Background: an optimization exercise with open tools, aiming at small area, a short achievable clock period and few clock cycles. Do not read the settings as production practice.
No run shown here included a check of the RTL's function; only the layout flow was run.
No activity file was given, so power comes from the tool's default toggle rates.

==> flow/design.v, too long to show whole: its modules and the start of the top module <==
// module LASER: 2704 lines
module LASER (
    input        CLK,
    input        RST,
    input  [3:0] X,
    input  [3:0] Y,
    output [3:0] C1X,
    output [3:0] C1Y,
    output [3:0] C2X,
    output [3:0] C2Y,
    output       DONE
);
  // ...
==> flow/run.sh <==
#!/bin/bash
# synth_recipe.tcl (not shown) runs the flow's synth.tcl, then flattens the netlist and writes it again
# the make line also repeats each setting of config.mk as NAME=value (left out here)
make -C /OpenROAD-flow-scripts/flow DESIGN_CONFIG=/design/flow/config.mk WORK_HOME=/design/flow/orfs CLKGATE_MAP_FILE= SYNTH_SCRIPT=/design/flow/synth_recipe.tcl finish
==> flow/config.mk <==
export PLATFORM = sky130hd
export DESIGN_NAME = LASER
export DESIGN_NICKNAME = LASER
export VERILOG_FILES = /design/flow/design.v
export SDC_FILE = /design/flow/constraint.sdc
export NUM_CORES = 4
export LEC_CHECK = 0
export CAP_MARGIN = 20
export CORE_MARGIN = 2
export CORE_UTILIZATION = 40
export SLEW_MARGIN = 20
==> flow/constraint.sdc <==
create_clock -name core_clock -period 8.0 [get_ports {CLK}]
set_input_delay 1.6000 -clock core_clock [delete_from_list [all_inputs] [get_ports {CLK}]]
set_output_delay 1.6000 -clock core_clock [all_outputs]
set_load 0.01 [all_outputs]
==> notes.md, run 1 <==
Critical Path RT=8.72 ns; main area contributors after synthesis=dfxtp_1 32%, fa_1 15%, ha_1 7.0%; Post-Synth Simple-Gate Area=15.4%; largest family of logic cells by synthesized area=adder cells; Reg area=0.0255 mm^2; end-of-flow core utilization=44.4%; crit path buf inv count=3; FF-to-FF setup slack=2.27 ns; HP Class=reg -> reg; commonest cells after routing, fill and taps aside=1233 x dfxtp_1, 940 x inv_1, 568 x fa_1; WL/cell=27.3 um; Mapped Cells=7805; first-pass GRT wire length=407000 um; Synth Area in XOR/XNOR=2.61%; P_leak=0.0355 uW; M1 WL=117000 um; H-Tree Depth=4; pre-CTS setup slack=2.29 ns; hold_sp=py[36][2]; Via density=5.87; Most used DFF post-synth=dfxtp_1; vias in the first global route=59100; top-count cell post-synth=dfxtp_1; Placed Instance Area=0.0796 mm^2; Yosys warning count=15; TritonRoute pass-1 iters=7; Worst Setup EP=F0[11]; seq_cells=1263; clock network fraction of total power=35.4%; root buf cell=clkbuf_16; top cell category=multi-input gates; worst r2r dst=F0[11]; Initial Util=40.3%; initial antenna violation count=20; Final non-clock buffer share=0.887%; post-synthesis mux area share=6.94%; start point of the critical path=pe_r; status=complete, no violations; Finished Cell Area=0.0846 mm^2; seq pwr=7440 uW; CTS Buf Count=144; # Taps=2511; Clk Latency, worst-skew pair=0.81 ns
==> run 2, diff against run 1 <==
--- a/flow/design.v
+++ b/flow/design.v
@@ -30,17 +30,17 @@
 assign C2Y  = by;
 assign DONE = done_r;
 wire in_last  = (state == S_IN) && (in_cnt == 6'd39);
 reg  pe_r;      
 reg  vu_r;      
 wire pass_end = pe_r;
 wire vupd     = vu_r;
 wire conv     = k2 && (mx == ax) && (my == ay);
-wire [3:0] cy = pass_end ? my : ph[3:0];
+reg  [3:0] cy;      
 wire pvn0;
 wire pvn1;
 wire pvn2;
 wire pvn3;
 wire pvn4;
 wire pvn5;
 wire pvn6;
 wire pvn7;
@@ -74,24 +74,22 @@
 wire pvn35;
 wire pvn36;
 wire pvn37;
 wire pvn38;
 wire pvn39;
 wire [4:0] ncy = 5'd0 - {1'b0, cy};
 function [2:0] cls;
     input [4:0] s;
-    case (s)
-        5'd0:            cls = 3'b111;
-        5'd1,  5'd2,
-        5'd31, 5'd30:    cls = 3'b110;
-        5'd3,  5'd29:    cls = 3'b101;
-        5'd4,  5'd28:    cls = 3'b100;
-        default:         cls = 3'b000;
-    endcase
+    begin
+        cls[2] = (s == 5'd0) | (s == 5'd1) | (s == 5'd2) | (s == 5'd3) | (s == 5'd4) |
+                 (s == 5'd31) | (s == 5'd30) | (s == 5'd29) | (s == 5'd28);
+        cls[1] = (s == 5'd0) | (s == 5'd1) | (s == 5'd2) | (s == 5'd31) | (s == 5'd30);
+        cls[0] = (s == 5'd0) | (s == 5'd3) | (s == 5'd29);
+    end
 endfunction
 wire [4:0] s0 = {1'b0, py[39]} + ncy;
 wire [4:0] s1 = {1'b0, py[0]} + ncy;
 wire [4:0] s2 = {1'b0, py[1]} + ncy;
 wire [4:0] s3 = {1'b0, py[2]} + ncy;
 wire [4:0] s4 = {1'b0, py[3]} + ncy;
 wire [4:0] s5 = {1'b0, py[4]} + ncy;
 wire [4:0] s6 = {1'b0, py[5]} + ncy;
@@ -167,35 +165,30 @@
     {pk[35], pr[35]} <= cls(s35) & {pass_end | pvn35, 2'b11};
     {pk[36], pr[36]} <= cls(s36) & {pass_end | pvn36, 2'b11};
     {pk[37], pr[37]} <= cls(s37) & {pass_end | pvn37, 2'b11};
     {pk[38], pr[38]} <= cls(s38) & {pass_end | pvn38, 2'b11};
     {pk[39], pr[39]} <= cls(s39) & {pass_end | pvn39, 2'b11};
 end
 function [11:0] ftab;    
     input [3:0] rb;
-    case (rb)
-        4'd0: ftab = {4'd0, 4'd0, 4'd1};
-        4'd1: ftab = {4'd0, 4'd0, 4'd2};
-        4'd2: ftab = {4'd0, 4'd0, 4'd4};
-        4'd3: ftab = {4'd0, 4'd0, 4'd8};
-        4'd4: ftab = {4'd12, 4'd0, 4'd7};
-        4'd5: ftab = {4'd8, 4'd0, 4'd15};
-        4'd6: ftab = {4'd0, 4'd1, 4'd15};
-        4'd7: ftab = {4'd0, 4'd3, 4'd14};
-        4'd8: ftab = {4'd14, 4'd0, 4'd15};
-        4'd9: ftab = {4'd12, 4'd1, 4'd15};
-        4'd10: ftab = {4'd8, 4'd3, 4'd15};
-        4'd11: ftab = {4'd0, 4'd7, 4'd15};
-        4'd12: ftab = {4'd15, 4'd1, 4'd15};
-        4'd13: ftab = {4'd14, 4'd3, 4'd15};
-        4'd14: ftab = {4'd12, 4'd7, 4'd15};
-        4'd15: ftab = {4'd8, 4'd15, 4'd15};
-        default: ftab = 12'd0;
-    endcase
+    begin
+        ftab[0] = (rb == 4'd0) | (rb == 4'd4) | (rb == 4'd5) | (rb == 4'd6) | (rb == 4'd8) | (rb == 4'd9) | (rb == 4'd10) | (rb == 4'd11) | (rb == 4'd12) | (rb == 4'd13) | (rb == 4'd14) | (rb == 4'd15);
+        ftab[1] = (rb == 4'd1) | (rb == 4'd4) | (rb == 4'd5) | (rb == 4'd6) | (rb == 4'd7) | (rb == 4'd8) | (rb == 4'd9) | (rb == 4'd10) | (rb == 4'd11) | (rb == 4'd12) | (rb == 4'd13) | (rb == 4'd14) | (rb == 4'd15);
+        ftab[2] = (rb == 4'd2) | (rb == 4'd4) | (rb == 4'd5) | (rb == 4'd6) | (rb == 4'd7) | (rb == 4'd8) | (rb == 4'd9) | (rb == 4'd10) | (rb == 4'd11) | (rb == 4'd12) | (rb == 4'd13) | (rb == 4'd14) | (rb == 4'd15);
+        ftab[3] = (rb == 4'd3) | (rb == 4'd5) | (rb == 4'd6) | (rb == 4'd7) | (rb == 4'd8) | (rb == 4'd9) | (rb == 4'd10) | (rb == 4'd11) | (rb == 4'd12) | (rb == 4'd13) | (rb == 4'd14) | (rb == 4'd15);
+        ftab[4] = (rb == 4'd6) | (rb == 4'd7) | (rb == 4'd9) | (rb == 4'd10) | (rb == 4'd11) | (rb == 4'd12) | (rb == 4'd13) | (rb == 4'd14) | (rb == 4'd15);
+        ftab[5] = (rb == 4'd7) | (rb == 4'd10) | (rb == 4'd11) | (rb == 4'd13) | (rb == 4'd14) | (rb == 4'd15);
+        ftab[6] = (rb == 4'd11) | (rb == 4'd14) | (rb == 4'd15);
+        ftab[7] = (rb == 4'd15);
+        ftab[8] = (rb == 4'd12);
+        ftab[9] = (rb == 4'd8) | (rb == 4'd12) | (rb == 4'd13);
+        ftab[10] = (rb == 4'd4) | (rb == 4'd8) | (rb == 4'd9) | (rb == 4'd12) | (rb == 4'd13) | (rb == 4'd14);
+        ftab[11] = (rb == 4'd4) | (rb == 4'd5) | (rb == 4'd8) | (rb == 4'd9) | (rb == 4'd10) | (rb == 4'd12) | (rb == 4'd13) | (rb == 4'd14) | (rb == 4'd15);
+    end
 endfunction
 wire [15:0] mxo;
 assign mxo[0] = ~mx[3] & ~mx[2] & ~mx[1] & ~mx[0];
 assign mxo[1] = ~mx[3] & ~mx[2] & ~mx[1] & mx[0];
 assign mxo[2] = ~mx[3] & ~mx[2] & mx[1] & ~mx[0];
 assign mxo[3] = ~mx[3] & ~mx[2] & mx[1] & mx[0];
 assign mxo[4] = ~mx[3] & mx[2] & ~mx[1] & ~mx[0];
 assign mxo[5] = ~mx[3] & mx[2] & ~mx[1] & mx[0];
@@ -2551,16 +2544,19 @@
         t3 = oddB ? (q2c[2*i+1] > q2c[2*i]) : (q2c[2*i+1] >= q2c[2*i]);
         l3c[i] = t3 ? q2c[2*i+1] : q2c[2*i];
         l3x[i] = t3 ? {1'b1, q2x[2*i+1]} : {1'b0, q2x[2*i]};
     end
     t4 = oddB ? (l3c[1] > l3c[0]) : (l3c[1] >= l3c[0]);
     rc = t4 ? l3c[1] : l3c[0];
     rx = t4 ? {1'b1, l3x[1]} : {1'b0, l3x[0]};
 end
+wire mwin = state == S_RUN && ph >= 5'd4 && ph <= 5'd19 &&
+            (ph == 5'd4 || rc >= best);
+wire [3:0] my_d = mwin ? rowB[3:0] : my;
 always @(posedge CLK or posedge RST) begin
     if (RST) begin
         state  <= S_IN;
         in_cnt <= 6'd0;
         ph     <= 5'd0;
         done_r <= 1'b0;
         pe_r   <= 1'b0;
         vu_r   <= 1'b0;
@@ -2689,16 +2685,17 @@
         ax <= 4'd0; ay <= 4'd0;
         bx <= 4'd0; by <= 4'd0;
         k2 <= 1'b0;
     end else if (pass_end) begin
         ax <= bx; ay <= by;
         bx <= mx; by <= my;
         k2 <= 1'b1;
     end
-    if (state == S_RUN && ph >= 5'd4 && ph <= 5'd19 &&
-        (ph == 5'd4 || rc >= best)) begin
+    if (mwin) begin
         best <= rc;
         mx   <= rx;
         my   <= rowB[3:0];
     end
+    cy <= (state == S_RUN && ph == 5'd19) ? my_d :
+          (state == S_RUN && !pass_end) ? ph[3:0] + 4'd1 : 4'd0;
 end
 endmodule
==> run 2 against run 1 <==
Effect of this change: count of clock-buffer cells in the layout is 54 lower; largest power group is now combinational cells; die area is 0.13% higher; clock power is 23% lower; sequential share of layout area is 8.9 points lower.
==> notes.md, run 2 <==
status=complete, no violations (unchanged); Critical Path Source Type=register (unchanged); cell area after synthesis=0.0769 mm^2 (was 0.0768 mm^2); Placed Instance Area=0.0788 mm^2 (was 0.0796 mm^2); critical path type=reg -> reg (unchanged); clk_skew=0.0894 ns (was 0.0302 ns); # rows=160 (unchanged); Critical Path RT=8.67 ns (was 8.72 ns); commonest non-fill, non-tap cell in the layout=nand2_1 (was dfxtp_1); min Tclk post-route=5.47 ns (was 5.73 ns); RSZ-0062 raised after global routing=false (unchanged); R2R Path Start=ph[0] (was pe_r); Seq cells post-synth=867 (was 1263); final setup margin=2.53 ns (was 2.27 ns); share of layout cells above drive strength 1=5.05% (was 10.1%); root buf cell=clkbuf_16 (unchanged); detailed placer's ending HPWL=279000 um (was 222000 um); setup TNS=0 ns (unchanged); Reg clk slew, reported paths=0.06 ns (about the same); CTS Buffer Depth=3 (unchanged); # DRC=0 (unchanged); P_leak=0.0330 uW (was 0.0355 uW); synth-to-layout area growth=7.60% (was 10.2%); top-count cell post-synth=nand2_1 (was dfxtp_1); Largest regs=px: 160 flops, py: 160 flops, cnt_r: 96 flops (unchanged); Syn Nets=10700 (was 8814); cell depth of the worst flop-to-flop path=19 (was 13); nets=10200 (was 8788); clock sink count=867 (was 1263); slew margin rel.=18.7% (was 15.4%); hold slack=0.354 ns (about the same); Tcrit/Tclk final=68.4% (was 71.7%); Most used DFF post-synth=dfxtp_1 (unchanged); Via density=6.48 (was 5.87); initial antenna violation count=29 (was 20); gr ovfl total=0 (unchanged); worst r2r dst=cy[1] (was F0[11]); CTS Buf Count=105 (was 144); Synth cell types=103 (was 98); hold_sp=py[3][2] (was py[36][2]); Post-synth EDFFs=10 (was 14); CTS resizes=0 (unchanged); Max Fclk=183 MHz (was 174 MHz); CP cell instances=nand4_1 -> o21ai_1 -> mux2i_1 -> ha_1 -> nand2b_1 -> a21o_1 -> a21oi_1 -> o21ai_0 -> o21ai_1 -> buf_4 -> nor2_1 -> a21oi_1 -> ha_1 -> nand2_1 -> o21ai_0 -> a31oi_1 -> a2111oi_2 -> mux2_2 -> mux2_2 (was buf_4 -> mux2i_1 -> nand3_1 -> xnor2_2 -> buf_4 -> buf_4 -> ha_1 -> nor2_1 -> a21oi_1 -> xor2_1 -> mux2i_1 -> nor3_1 -> a311oi_1); Critical Path Max Stage Delay=0.76 ns (about the same); WL/cell=30.9 um (was 27.3 um); Yosys warning count=15 (unchanged); FF-to-FF setup slack=2.53 ns (was 2.27 ns); TritonRoute pass-1 iters=7 (unchanged); commonest cells in the netlist=916 x nand2_1, 904 x inv_1, 841 x dfxtp_1, 747 x o21ai_0, 687 x nor2_1 (was 1233 x dfxtp_1, 943 x inv_1, 568 x fa_1, 446 x nand2_1, 431 x ha_1); H-Tree Depth=3 (was 4); total number of vias=77500 (was 61100); Hold Path Depth=0 (unchanged); Worst Hold Path EP=py[4][2] (was py[37][2]); commonest cells after routing, fill and taps aside=915 x nand2_1, 902 x inv_1, 840 x dfxtp_1 (was 1233 x dfxtp_1, 940 x inv_1, 568 x fa_1); cell taking the most area after synthesis=dfxtp_1 (unchanged); Max-cap violations=0 (unchanged); HP Class=reg -> reg (unchanged); Final Hold Fails=0 (unchanged); final slew viol count=0 (unchanged); Worst path slowest cell=dfrtp_1 (was buf_4); Mapped Cells=9770 (was 7805); Finished Cell Area=0.0827 mm^2 (was 0.0846 mm^2); pre-CTS setup slack=2.47 ns (was 2.29 ns); worst ir drop on vdd=0.000273 V (was 0.000194 V); vias in the first global route=70800 (was 59100); Clk Latency, worst-skew pair=0.81 ns (about the same); worst-path maximum fanout=16 (was 39); main area contributors after synthesis=dfxtp_1 22%, fa_1 15%, ha_1 5.1% (was dfxtp_1 32%, fa_1 15%, ha_1 7.0%); total power=19300 uW (was 19700 uW); Die W=442 um (about the same); gr usage total=36.4% (was 28.4%); PD cells=234 mW/mm^2 (was 233 mW/mm^2); RD Place Congestion=1.09 (was 1.08); chip height=442 um (about the same); post-synth top area share=21.9% (was 32.1%); WP data arrival=6.15 ns (was 6.45 ns); CP endpoint kind=register (unchanged); CTS tree=yes (unchanged); maximum number of pins on one net before global-route repair=45 (was 40); initial drt markers=12600 (was 6978); Hold Buf Count CTS=0 (unchanged); Mapped Avg Cell Area=7.87 um^2 (was 9.84 um^2); total length of routed wires=370000 um (was 284000 um); Async SR Flop Fraction=1.85% (was 1.27%); first-pass GRT wire length=520000 um (was 407000 um); # IOs=27 (unchanged); post-route antenna net violation count=0 (unchanged); Initial Util=40.3% (about the same); register area share after synthesis=22.8% (was 33.2%); start point of the critical path=ph[0] (was pe_r); setup violators final=0 (unchanged); port bufs=26 (unchanged); buffer count from post-CTS setup fixing=0 (unchanged); die area=0.196 mm^2 (was 0.195 mm^2); Placeable Area=0.191 mm^2 (was 0.190 mm^2); Worst-Margin Slew=1.22 ns (was 1.26 ns)
==> run 2: kinds of logic (layout without fill, tap and decap cells) <==
logic type | count (synthesis) | after routing | share of synthesized area, %
AOI/OAI and AO/OA | 2994 | 2994 | 25.3
xor gates and xnor gates | 222 | 222 | 2.53
adders and majority gates | 921 | 921 | 20.3
buffers and inverters | 1617 | 1279 | 8.08
DFF | 867 | 867 | 22.8
muxes | 151 | 151 | 2.04
other | 0 | 28 | 0
and+or+nand+nor | 2998 | 2998 | 18.9
==> run 2: area by class of cell <==
cell class / instances / area [um^2]
sequential: 867 / 17500
clock buffer: 140 / 2990
clock inverter: 58 / 913
multi-input combinational: 7286 / 53300
antenna: 28 / 70.1
fill: 19200 / 108000
timing repair buffer: 151 / 1270
inverter: 930 / 3490
tap: 2511 / 3140
==> run 2: power by group <==
| group | internal [uW] | total [uW] | switching [uW] | leakage, uW |
|---|---|---|---|---|
| Clock | 3150 | 5390 | 2240 | 0.00188 |
| Sequential | 5000 | 5750 | 756 | 0.00727 |
| Combinational | 2710 | 8190 | 5480 | 0.0239 |
==> run 2: worst max path at each step <==
stage,to,cells past startpoint
after detailed placement,cy[1],19
after global routing,cy[1],25
final,cy[1],19
after floorplan,cy[1],25
after CTS,cy[1],19
after global placement,cy[1],24
==> run 2: through the flow <==
| step | util, % | instances |
|---|---|---|
| detailed placement | 41.3 | 11700 |
| finish | 43.4 | 12000 |
| global placement | 41.3 | 11700 |
| global route | 43.4 | 11900 |
| floorplan | - | 9770 |
| CTS | 43.4 | 11900 |
==> run 2: layer usage <==
layer  up-vias  share of wire (%)  track usage, %
met5         -              0.016               0
met4         8                7.1            22.3
met3      1086                 12            9.32
met2      5396                 41            51.6
met1     37400                 41            49.3
li1      33600                  -               -
==> run 2: critical path, delay by kind of cell (launching register included) <==
kind,cells,cell delay [ns]
buffers and inverters,1,0.24
adders and majority gates,2,0.47
AOI/OAI and AO/OA,9,2.39
and+or+nand+nor,4,0.43
DFF,1,0.76
muxes,3,1.05

[port drivers added, routing unchanged]
No port has a modelled driver above. Below, the same layouts with a new extraction and two added sets of constraints. Step 1, drivers: a clkbuf_16 drives CLK and a buf_2 each remaining input, both assumed. Step 2 adds t to the input delays and takes it off the output delays; t is the mean of the earliest and latest rising clock arrival at the registers after step 1. Input paths then give back, and output paths get back, about the clock's delay inside the block. Three values: ideal ports, drivers, drivers and shift; two values: the first two.
run	shift t [ns]	setup slack, ns	clock arrival spread, ns	slew at the worst register clock pin (ns)
run 1	0.888	2.266 / 2.266 / 2.266	0.033 / 0.034	0.07 / 0.07
run 2	0.849	2.525 / 2.525 / 2.525	0.090 / 0.090	0.07 / 0.07
After both steps every run listed still meets setup and hold.
